From an optimization exercise on the open Yosys and OpenROAD flow, aimed at small area and a short achievable clock period; shortcuts taken in it are not production practice.
Only simulation tests tie the RTL to the original design; equivalence was not proved.
Power and IR drop assume default switching activity.

==> flow/design.v <==
`timescale 1ns / 1ps
module FP16_add(
    input wire [15:0]data1,
    input wire [15:0]data2,
    input wire clk,
    input wire rst,
    input wire input_valid,
    output reg [15:0]data_o,
    output reg output_update
    );
    reg pre_over;        
    reg overflow1;
    reg sign_high;
    reg sign_low;
    reg [4:0]exp_high;
    reg [4:0]exp_low;
    reg [22:0]rm_high;
    reg [22:0]rm_low;
    reg align_over;      
    reg overflow2;
    reg sign_high2;
    reg sign_low2;
    reg [4:0]exp_high2;
    reg [4:0]exp_low2;
    reg [22:0]rm_high2;
    reg [22:0]rm_low2;
    reg cal_over;        
    reg overflow3;
    reg sign_cache;
    reg [5:0]exp_cache;
    reg [22:0]rm_cache;
    reg norpre_over;      
    reg overflow4;
    reg sign_new;
    reg [6:0]exp_new;
    reg [11:0]rm_new;
    reg ifround;
    reg norround_over;    
    reg overflow5;
    reg sign_new2;
    reg [6:0]exp_new2;
    reg [11:0]rm_new2;
    reg norcarry_over;       
    reg overflow6;
    reg sign_new3;
    reg [6:0]exp_new3;
    reg [11:0]rm_new3;
    always @ (posedge clk or posedge rst)   begin
        if(rst) begin                    
            pre_over <= 1'b0;
            overflow1 <= 1'b0;
            sign_high <= 1'b0;
            sign_low <= 1'b0;
            exp_high <= 4'd0;
            exp_low <= 4'd0;
            rm_high <= 23'd0;
            rm_low <= 23'd0;
        end
        else if(input_valid)    begin            
            pre_over <= 1'b1;
            if((&data1) || (&data2))    begin
                overflow1 <= 1'b1;
                sign_high <= sign_high;
                sign_low <= sign_low;
                exp_high <= exp_high;
                exp_low <= exp_low;
                rm_high <= rm_high;
                rm_low <= rm_low;
            end
            else begin
                overflow1 <= 1'b0;
                if(data1[14:10] > data2[14:10]) begin
                    exp_high <= data1[14:10];
                    exp_low <= data2[14:10];
                    sign_high <= data1[15];
                    sign_low <= data2[15];
                    rm_high <= {2'b01,data1[9:0],11'd0};
                    if(|data2[14:10])
                        rm_low <= {2'd1,data2[9:0],11'd0};
                    else
                        rm_low <= 23'd0;
                end
                else if(data1[14:10] < data2[14:10])    begin
                    exp_high <= data2[14:10];
                    exp_low <= data1[14:10];
                    sign_high <= data2[15];
                    sign_low <= data1[15];
                    rm_high <= {2'b01,data2[9:0],11'd0};
                    if(|data1[14:10])
                        rm_low <= {2'd1,data1[9:0],11'd0};
                    else
                        rm_low <= 23'd0;
                end
                else if(data1[9:0] > data2[9:0])    begin
                    exp_high <= data1[14:10];
                    exp_low <= data2[14:10];
                    sign_high <= data1[15];
                    sign_low <= data2[15];
                    rm_high <= {2'd1,data1[9:0],11'd0};
                    rm_low <= {2'd1,data2[9:0],11'd0};
                end
                else    begin
                    exp_high <= data2[14:10];
                    exp_low <= data1[14:10];
                    sign_high <= data2[15];
                    sign_low <= data1[15];
                    if(|data1[14:10])   begin
                        rm_high <= {2'b01,data2[9:0],11'd0};
                        rm_low <= {2'b01,data1[9:0],11'd0};
                    end
                    else    begin
                        rm_high <= 23'd0;
                        rm_low <= 23'd0;
                    end
                end
            end
        end
        else    begin                
            pre_over <= 1'b0;
            overflow1 <= overflow1;
            sign_high <= sign_high;
            sign_low <= sign_low;
            exp_high <= exp_high;
            exp_low <= exp_low;
            rm_high <= rm_high;
            rm_low <= rm_low;
        end
    end
    always@(posedge clk or posedge rst) begin
        if(rst) begin                            
            align_over <= 1'b0;
            overflow2 <= 1'b0;
            sign_high2 <= 1'b0;
            sign_low2 <= 1'b0;
            exp_high2 <= 5'd0;
            exp_low2 <= 5'd0;
            rm_high2 <= 23'd0;
            rm_low2 <= 23'd0;
        end
        else if(pre_over)   begin                
            align_over <= 1'b1;
            overflow2 <= overflow1;
            if(overflow1)   begin
                sign_high2 <= sign_high2;
                sign_low2 <= sign_low2;
                exp_high2 <= exp_high2;
                exp_low2 <= exp_low2;
                rm_high2 <= rm_high2;
                rm_low2 <= rm_low2;
            end
            else begin
                sign_high2 <= sign_high;
                sign_low2 <= sign_low;
                exp_high2 <= exp_high;
                exp_low2 <= exp_low;
                rm_high2 <= rm_high;
                case(exp_high - exp_low)
                    5'd0 : rm_low2 <= rm_low;
                    5'd1 : rm_low2 <= rm_low >> 1;
                    5'd2 : rm_low2 <= rm_low >> 2;
                    5'd3 : rm_low2 <= rm_low >> 3;
                    5'd4 : rm_low2 <= rm_low >> 4;
                    5'd5 : rm_low2 <= rm_low >> 5;
                    5'd6 : rm_low2 <= rm_low >> 6;
                    5'd7 : rm_low2 <= rm_low >> 7;
                    5'd8 : rm_low2 <= rm_low >> 8;
                    5'd9 : rm_low2 <= rm_low >> 9;
                    5'd10 : rm_low2 <= rm_low >> 10;
                    5'd11 : rm_low2 <= rm_low >> 11;
                    5'd12 : rm_low2 <= rm_low >> 12;
                    default  : rm_low2 <= 23'd0;
                endcase 
            end
        end
        else    begin                        
            align_over <= 1'b0;
            overflow2 <= overflow2;
            sign_high2 <= sign_high2;
            sign_low2 <= sign_low2;
            exp_high2 <= exp_high2;
            exp_low2 <= exp_low2;
            rm_high2 <= rm_high2;
            rm_low2 <= rm_low2;
        end
    end
    always @(posedge clk or posedge rst)    begin
        if(rst) begin                            
            cal_over <= 1'b0;
            overflow3 <= 1'b0;
            sign_cache <= 1'b0;
            exp_cache <= 6'd0;
            rm_cache <= 23'd0;
        end
        else if(align_over) begin                
            cal_over <= 1'b1;
            overflow3 <= overflow2;
            if(overflow2)   begin
                sign_cache <= sign_cache;
                exp_cache <= exp_cache;
                rm_cache <= rm_cache;
            end
            else    begin
                sign_cache <= sign_high2;
                exp_cache <= exp_high2;
                if(sign_high2 ^ sign_low2)
                    rm_cache <= rm_high2 - rm_low2;
                else
                    rm_cache <= rm_high2 + rm_low2;
            end
        end
        else    begin                            
            cal_over <= 1'b0;
            overflow3 <= overflow3;
            sign_cache <= sign_cache;
            exp_cache <= exp_cache;
            rm_cache <= rm_cache;
        end
    end
    always @(posedge clk or posedge rst)    begin
        if(rst) begin                            
            norpre_over <= 1'b0;
            overflow4 <= 1'b0;
            exp_new <= 7'd0;
            rm_new <= 12'd0;
            sign_new <= 1'b0;
            ifround <= 1'b0;          
        end
        else if(cal_over)   begin                
            norpre_over <= 1'b1;
            overflow4 <= overflow3;
            if(overflow3)   begin
                sign_new <= sign_new;
                exp_new <= exp_new;
                rm_new <= rm_new;
                ifround <= ifround;
            end
            else    begin
                sign_new <= sign_cache;
                casex(rm_cache)
                    23'b1xx_xxxx_xxxx_xxxx_xxxx_xxxx : begin
                        exp_new <= exp_cache + 7'd1;
                        rm_new <= {1'b0,rm_cache[22:12]};
                        ifround <= rm_cache[11] & (rm_cache[12] | (|rm_cache[10:0]));
                    end
                    23'b01x_xxxx_xxxx_xxxx_xxxx_xxxx : begin
                        exp_new <= exp_cache;
                        rm_new <= {1'b0,rm_cache[21:11]};
                        ifround <= rm_cache[10] & (rm_cache[11] | (|rm_cache[9:0]));
                    end
                    23'b001_xxxx_xxxx_xxxx_xxxx_xxxx : begin
                        exp_new <= exp_cache - 7'd1;
                        rm_new <= {1'b0,rm_cache[20:10]};
                        ifround <= rm_cache[9] & (rm_cache[10] | (|rm_cache[8:0]));
                    end
                    23'b000_1xxx_xxxx_xxxx_xxxx_xxxx : begin
                        exp_new <= exp_cache - 7'd2;
                        rm_new <= {1'b0,rm_cache[19:9]};
                        ifround <= rm_cache[8] & (rm_cache[9] | (|rm_cache[7:0]));
                    end
                    23'b000_01xx_xxxx_xxxx_xxxx_xxxx : begin
                        exp_new <= exp_cache - 7'd3;
                        rm_new <= {1'b0,rm_cache[18:8]};
                        ifround <= rm_cache[7] & (rm_cache[8] | (|rm_cache[6:0]));
                    end
                    23'b000_001x_xxxx_xxxx_xxxx_xxxx : begin
                        exp_new <= exp_cache - 7'd4;
                        rm_new <= {1'b0,rm_cache[17:7]};
                        ifround <= rm_cache[6] & (rm_cache[7] | (|rm_cache[5:0]));
                    end
                    23'b000_0001_xxxx_xxxx_xxxx_xxxx : begin
                        exp_new <= exp_cache - 7'd5;
                        rm_new <= {1'b0,rm_cache[16:6]};
                        ifround <= rm_cache[5] & (rm_cache[6] | (|rm_cache[4:0]));
                    end
                    23'b000_0000_1xxx_xxxx_xxxx_xxxx : begin
                        exp_new <= exp_cache - 7'd6;
                        rm_new <= {1'b0,rm_cache[15:5]};
                        ifround <= rm_cache[4] & (rm_cache[5] | (|rm_cache[3:0]));
                    end
                    23'b000_0000_01xx_xxxx_xxxx_xxxx : begin
                        exp_new <= exp_cache - 7'd7;
                        rm_new <= {1'b0,rm_cache[14:4]};
                        ifround <= rm_cache[3] & (rm_cache[4] | (|rm_cache[2:0]));
                    end
                    23'b000_0000_001x_xxxx_xxxx_xxxx : begin
                        exp_new <= exp_cache - 7'd8;
                        rm_new <= {1'b0,rm_cache[13:3]};
                        ifround <= rm_cache[2] & (rm_cache[3] | (|rm_cache[1:0]));
                    end
                    23'b000_0000_0001_xxxx_xxxx_xxxx : begin
                        exp_new <= exp_cache - 7'd9;
                        rm_new <= {1'b0,rm_cache[12:2]};
                        ifround <= rm_cache[1] & (rm_cache[2] | rm_cache[0]);
                    end
                    23'b000_0000_0000_1xxx_xxxx_xxxx : begin
                        exp_new <= exp_cache - 7'd10;
                        rm_new <= {1'b0,rm_cache[11:1]};
                        ifround <= rm_cache[0] & rm_cache[1];
                    end
                    default : begin
                        exp_new <= 12'd0;
                        rm_new <= 7'd0;
                        ifround <= 1'b0;
                    end
                endcase
            end
        end
        else    begin                
            norpre_over <= 1'b0;
            overflow4 <= 1'b0;
            sign_new <= sign_new;
            exp_new <= exp_new;
            rm_new <= rm_new;
            ifround <= ifround;
        end
    end
    always@(posedge clk or posedge rst) begin
        if(rst) begin            
            norround_over <= 1'b0;
            overflow5 <= 1'b0;
            rm_new2 <= 12'd0;
            sign_new2 <= 1'b0;
            exp_new2 <= 7'd0;
        end
        else if(norpre_over)    begin        
            norround_over <= 1'b1;
            overflow5 <= overflow4;
            if(overflow4)   begin
                rm_new2 <= rm_new2;
                sign_new2 <= sign_new2;
                exp_new2 <= exp_new2;
            end
            else    begin
                rm_new2 <= ifround ? rm_new + 12'd1 : rm_new;
                sign_new2 <= sign_new;
                exp_new2 <= exp_new;
            end
        end
        else    begin            
            norround_over <= 1'b0;
            overflow5 <= overflow5;
            rm_new2 <= rm_new2;
            sign_new2 <= sign_new2;
            exp_new2 <= exp_new2;
        end
    end
    always @ (posedge clk or posedge rst)   begin
        if(rst) begin        
            norcarry_over <= 1'b0;
            overflow6 <= 1'b0;
            sign_new3 <= 1'b0;
            exp_new3 <= 7'd0;
            rm_new3 <= 12'd0;
        end
        else if(norround_over)  begin        
            norcarry_over <= 1'b1;
            overflow6 <= overflow5;
            if(overflow5)   begin
                sign_new3 <= sign_new3;
                exp_new3 <= exp_new3;
                rm_new3 <= rm_new3;
            end
            else begin
                sign_new3 <= sign_new2;
                if(rm_new2[11]) begin
                    exp_new3 <= exp_new2 + 7'd1;
                    rm_new3 <= rm_new2 >> 1;
                end
                else begin
                    exp_new3 <= exp_new2;
                    rm_new3 <= rm_new2;
                end
            end
        end
        else    begin                    
            norcarry_over <= 1'b0;
            overflow6 <= overflow6;
            sign_new3 <= sign_new3;
            exp_new3 <= exp_new3;
            rm_new3 <= rm_new3;
        end
    end
    always @(posedge clk or posedge rst)    begin
        if(rst) begin            
            data_o <= 16'd0;
            output_update <= 1'b0;
        end
        else if(norcarry_over)  begin            
            output_update <= 1'b1;
            if(overflow6 | (exp_new3[6:5] == 2'b01))
                data_o <= 16'hffff;
            else if( ~(|rm_new3[11:0]) | (exp_new3[6]))
                data_o <= 16'h0000;
            else
                data_o <= {sign_new3,exp_new3[4:0],rm_new3[9:0]};
        end
        else    begin                
            data_o <= data_o;
            output_update <= 1'b0;
        end
    end
endmodule
==> flow/run.sh <==
#!/bin/bash
# synth_recipe.tcl (not shown) runs the flow's synth.tcl, then flattens the netlist and writes it again
# the make line also repeats each setting of config.mk as NAME=value (left out here)
make -C /OpenROAD-flow-scripts/flow DESIGN_CONFIG=/design/flow/config.mk WORK_HOME=/design/flow/orfs CLKGATE_MAP_FILE= SYNTH_SCRIPT=/design/flow/synth_recipe.tcl finish
==> flow/config.mk <==
export PLATFORM = sky130hd
export DESIGN_NAME = FP16_add
export DESIGN_NICKNAME = FP16_add
export VERILOG_FILES = /design/flow/design.v
export SDC_FILE = /design/flow/constraint.sdc
export NUM_CORES = 4
export LEC_CHECK = 0
export CAP_MARGIN = 20
export CORE_MARGIN = 2
export CORE_UTILIZATION = 40
export PLACE_DENSITY = 0.6
export SLEW_MARGIN = 20
==> flow/constraint.sdc <==
create_clock -name core_clock -period 4.0 [get_ports {clk}]
set_input_delay 0.8000 -clock core_clock [delete_from_list [all_inputs] [get_ports {clk}]]
set_output_delay 0.8000 -clock core_clock [all_outputs]
set_load 0.01 [all_outputs]
==> metrics.md <==
| Metric | Value |
|---|---|
| Number of global-route vias before repair | `between 10000 and 15000` |
| First-pass GRT wire length | `roughly 53000 um` |
| Initial core utilization | `40.8%` |
| Port Buf Inserts | `51` |
| Filler instances | `2922` |
| # diodes | `0` |
| Crit-path slowest cell | `dfrtp_1` |
| Core area | `approximately 30000 um^2` |
| Worst Skew | `13.1 ps` |
| Register area share after synthesis | `38.2%` |
| Min-delay worst type | `flip-flop to flip-flop` |
| TNS Setup | `0 ps` |
| CP Launch Type | `flip-flop` |
| Cells after synthesis | `between 1000 and 1500` |
| Reg clk slew, reported paths | `80 ps` |
| Clock buffer depth | `2` |
| HPWL Detailed | `22500 um` |
| # clock sinks | `191` |
| DIE AREA | `32700 um^2` |
| Max-slew violation count | `0` |
| Max stage delay on crit path | `470 ps` |
| Commonest cells in the netlist | `nand2_1, dfrtp_1, o21ai_0, clkbuf_1, nor2_1` |
| Dominant synthesized flop cell | `dfrtp_1` |
| # H-tree levels | `4` |
| Largest cells by area after synthesis | `dfrtp_1, nand2_1, o21ai_0` |
| Hold Buf Count CTS | `0` |
| Mean post-synth cell area | `8.72 um^2` |
| WP buf/inv | `1` |
| Least-Margin Pin Slew | `roughly 1100 ps` |
| CTS Buf Count | `17` |
| I/O Pins | `between 50 and 60` |
| Final nets | `1510` |
| Async SR Flop Fraction | `100%` |
| Die height | `181 um` |
| Root Buffer | `clkbuf_16` |
| Vias | `10700` |
| Mapped Area | `12500 um^2` |
| Maxcap violations | `0` |
| Final ANT Viol Nets | `0` |
| Relative slew slack | `23.2%` |
| Worst vdd ir | `0.000424 V` |
| Worst-skew pair later-pin latency | `450 ps` |
| DRT iter0 DRCs | `approximately 1200` |
| Crit path cell chain | `inv_1 > ha_1 > nor3b_4 > and3_1 > nand2_1 > o21ai_0 > xor2_1 > ha_1 > a21o_1 > a211o_1 > nor2_1 > nor4b_2 > or4_1 > nand3_1` |
| YS warnings | `1` |
| Die Wd | `181 um` |
| First-pass DRT Iterations | `7` |
| Placer Congestion | `0.861` |
| Placed Cells | `1802` |
| LEAKAGE | `slightly below 6 nW` |
| Fin cells | `between 1500 and 2000` |
| Post-CTS Setup Inserts | `0` |
| Final WL | `31200 um` |
| Max Clock Freq | `272 MHz` |
| CP top delay family | `simple AND/OR/NAND/NOR gates` |
| Yosys top cell area share | `between 30% and 40%` |
| Gr ovfl total | `0` |
| CP Class | `flip-flop to flip-flop` |
| CP endpoint kind | `flip-flop` |
| CP required | `4320 ps` |
| Power per cell area | `754 nW/um^2` |
| DRC Markers | `0` |
| Multi-input gate area in the final layout | `7090 um^2` |
| Status | `complete, no violations` |
| Crit-path most repeated cell | `ha_1` |
| Yosys reg bits | `191` |
| Crit Path Max Fanout | `10` |
| Syn-to-layout area delta | `11.8%` |
| Top-count cell post-synth | `nand2_1` |
| CTS tree | `built` |
| Netlist cell types | `between 80 and 90` |
| Initial antenna violation count | `0` |
| GRT Util Overall | `a little under 20%` |
| Layout cell share with drive strength beyond 1 | `9.12%` |
| Unrepaired setup endpoints after global routing | `no` |
| Synth area leader | `dfrtp_1` |
| Final setup fails | `0` |
| Num rows | `64` |
| Fin crit period | `3680 ps` |
| EDFF count, synth | `0` |
| Pin count of the biggest net entering global routing | `89` |
| Routed len/inst | `~17 um` |
| Sequential Area | `4780 um^2` |
| Vias per cell | `5.84` |
| Syn Nets | `1518` |
| Period utilization | `between 90 and 100%` |
| Final Hold Fails | `0` |
| Crit path DAT | `4000 ps` |
-- state kept, by name, indices dropped and copies added, names as in the netlist, 5 cells and up --
name       flops
data_o        16
exp_new        7
rm_high2      11
rm_new2       12
exp_new3       7
rm_high       11
exp_high       5
rm_low2       22
exp_new2       7
rm_new        11
rm_low        11
exp_high2      5
rm_cache      23
exp_cache      5
exp_low        5
rm_new3       11
-- placed cells by master, fill, tap and decap left out, drive strengths merged, types with 7 or more instances in the layout --
master         count
a21o              24
a21oi             74
a221oi            33
a222oi            33
a22o              17
a22oi             40
a31oi             12
and2               9
and3               7
buf               37
clkbuf            17
clkdlybuf4s50     51
dfrtp            191
ha                49
inv               59
mux2              31
mux2i             33
nand2            204
nand2b            20
nand3             22
nand4             32
nor2              78
nor2b             11
nor3              35
nor3b             11
nor4              15
o211ai             7
o21ai            134
xnor2             35
xor2              23
-- repair_timing --
action / 4_1_cts / 5_1_grt
hold endpoints to repair: 0 / 0
setup endpoints to repair: 0 / 1
resized for setup: 0 / 1
-- area by class of cell --
type                       instances  share of cell area (%)
clock inverter                    14                    1.24
multi-input combinational       1074                    50.7
sequential                       191                    34.2
inverter                          53                    1.45
clock buffer                      17                    3.04
timing repair buffer              88                    5.82
tap                              396                    3.55
-- worst register-to-register path: stages (launching register included) --
cell,delay (ps)
dfrtp_1,470
inv_1,190
ha_1,390
nor3b_4,260
and3_1,250
nand2_1,110
o21ai_0,200
xor2_1,220
ha_1,350
a21o_1,210
a211o_1,310
nor2_1,90
nor4b_2,270
or4_1,160
nand3_1,70
-- worst paths after layout --
check                           startpoint       endpoint  slack, ps  cells past startpoint
worst max-delay path            rm_low2[0]   rm_cache[21]        320                     14
worst min-delay path              cal_over    norpre_over        400                      0
worst max register to register  rm_low2[0]   rm_cache[21]        320                     14
worst min register to register    cal_over    norpre_over        400                      0
max in group asynchronous              rst   rm_high2[12]       2750                      3
min in group asynchronous              rst  norcarry_over        850                      3
-- metal layers --
| metal | track usage, % | share of wire, % | vias to the layer above | wire (um) |
|---|---|---|---|---|
| met5 | 0 | 0 | - | 0 |
| met4 | 6.19 | 1.9 | 0 | 592 |
| met3 | 2.44 | 4.6 | 44 | 1440 |
| met2 | 32.1 | 49 | 339 | 15100 |
| met1 | 26.0 | 45 | 5080 | 14000 |
| li1 | - | - | 5233 | - |
-- kinds of logic (layout without fill, tap and decap cells) --
kind of cell,count (synthesis),in the layout,synth area share (%)
mux,64,64,5.44
fa+ha+maj,50,50,5.07
simple gates,470,470,18.5
flops,191,191,38.2
buf+inv,168,172,5.27
xor+xnor,58,58,4.12
compound gates,432,432,23.3
-- metrics by stage --
| step | power [W] | hold slack, ps | util [%] | cell area [um^2] | setup WS [ps] |
|---|---|---|---|---|---|
| floorplan | 0.00737 | 352 | - | 12500 | 617 |
| global placement | 0.00873 | 375 | 43.5 | 13400 | 396 |
| detailed placement | 0.00880 | 383 | 43.5 | 13400 | 275 |
| CTS | 0.0106 | 401 | 45.5 | 13900 | 242 |
| global route | 0.0115 | 415 | 45.6 | 14000 | 61.6 |
| finish | 0.0105 | 396 | 45.6 | 14000 | 317 |
-- where the power goes --
group / switching, W / total, W / internal, W
Sequential: 0.000840 / 0.00335 / 0.00251
Combinational: 0.00303 / 0.00546 / 0.00243
Clock: 0.000832 / 0.00172 / 0.000893
Total: 0.00470 / 0.0105 / 0.00584

==> what the ideal ports hide <==
The flow's constraints put no driver on any port. The routed layout listed below was extracted and timed again, unchanged, in two steps. Step 1, drivers: a clkbuf_16 drives clk and a buf_2 each remaining input, both assumed. Step 2 times the ports against the registers' clock, not the clock port: input delays grow and output delays shrink by t, the midpoint of the rising clock arrivals with the driver on. Slacks: ideal / step 1 / step 2; pairs: ideal / step 1.
t, ns: 0.490
slack for setup (ns): 0.317 / 0.317 / 0.317
hold slack, ns: 0.396 / 0.396 / 0.396
worst setup path after step 2: register to register
After both steps this run still meets setup and hold. The setup slack of this run moves by 0.000 ns with the drivers and by 0.000 ns with both steps.
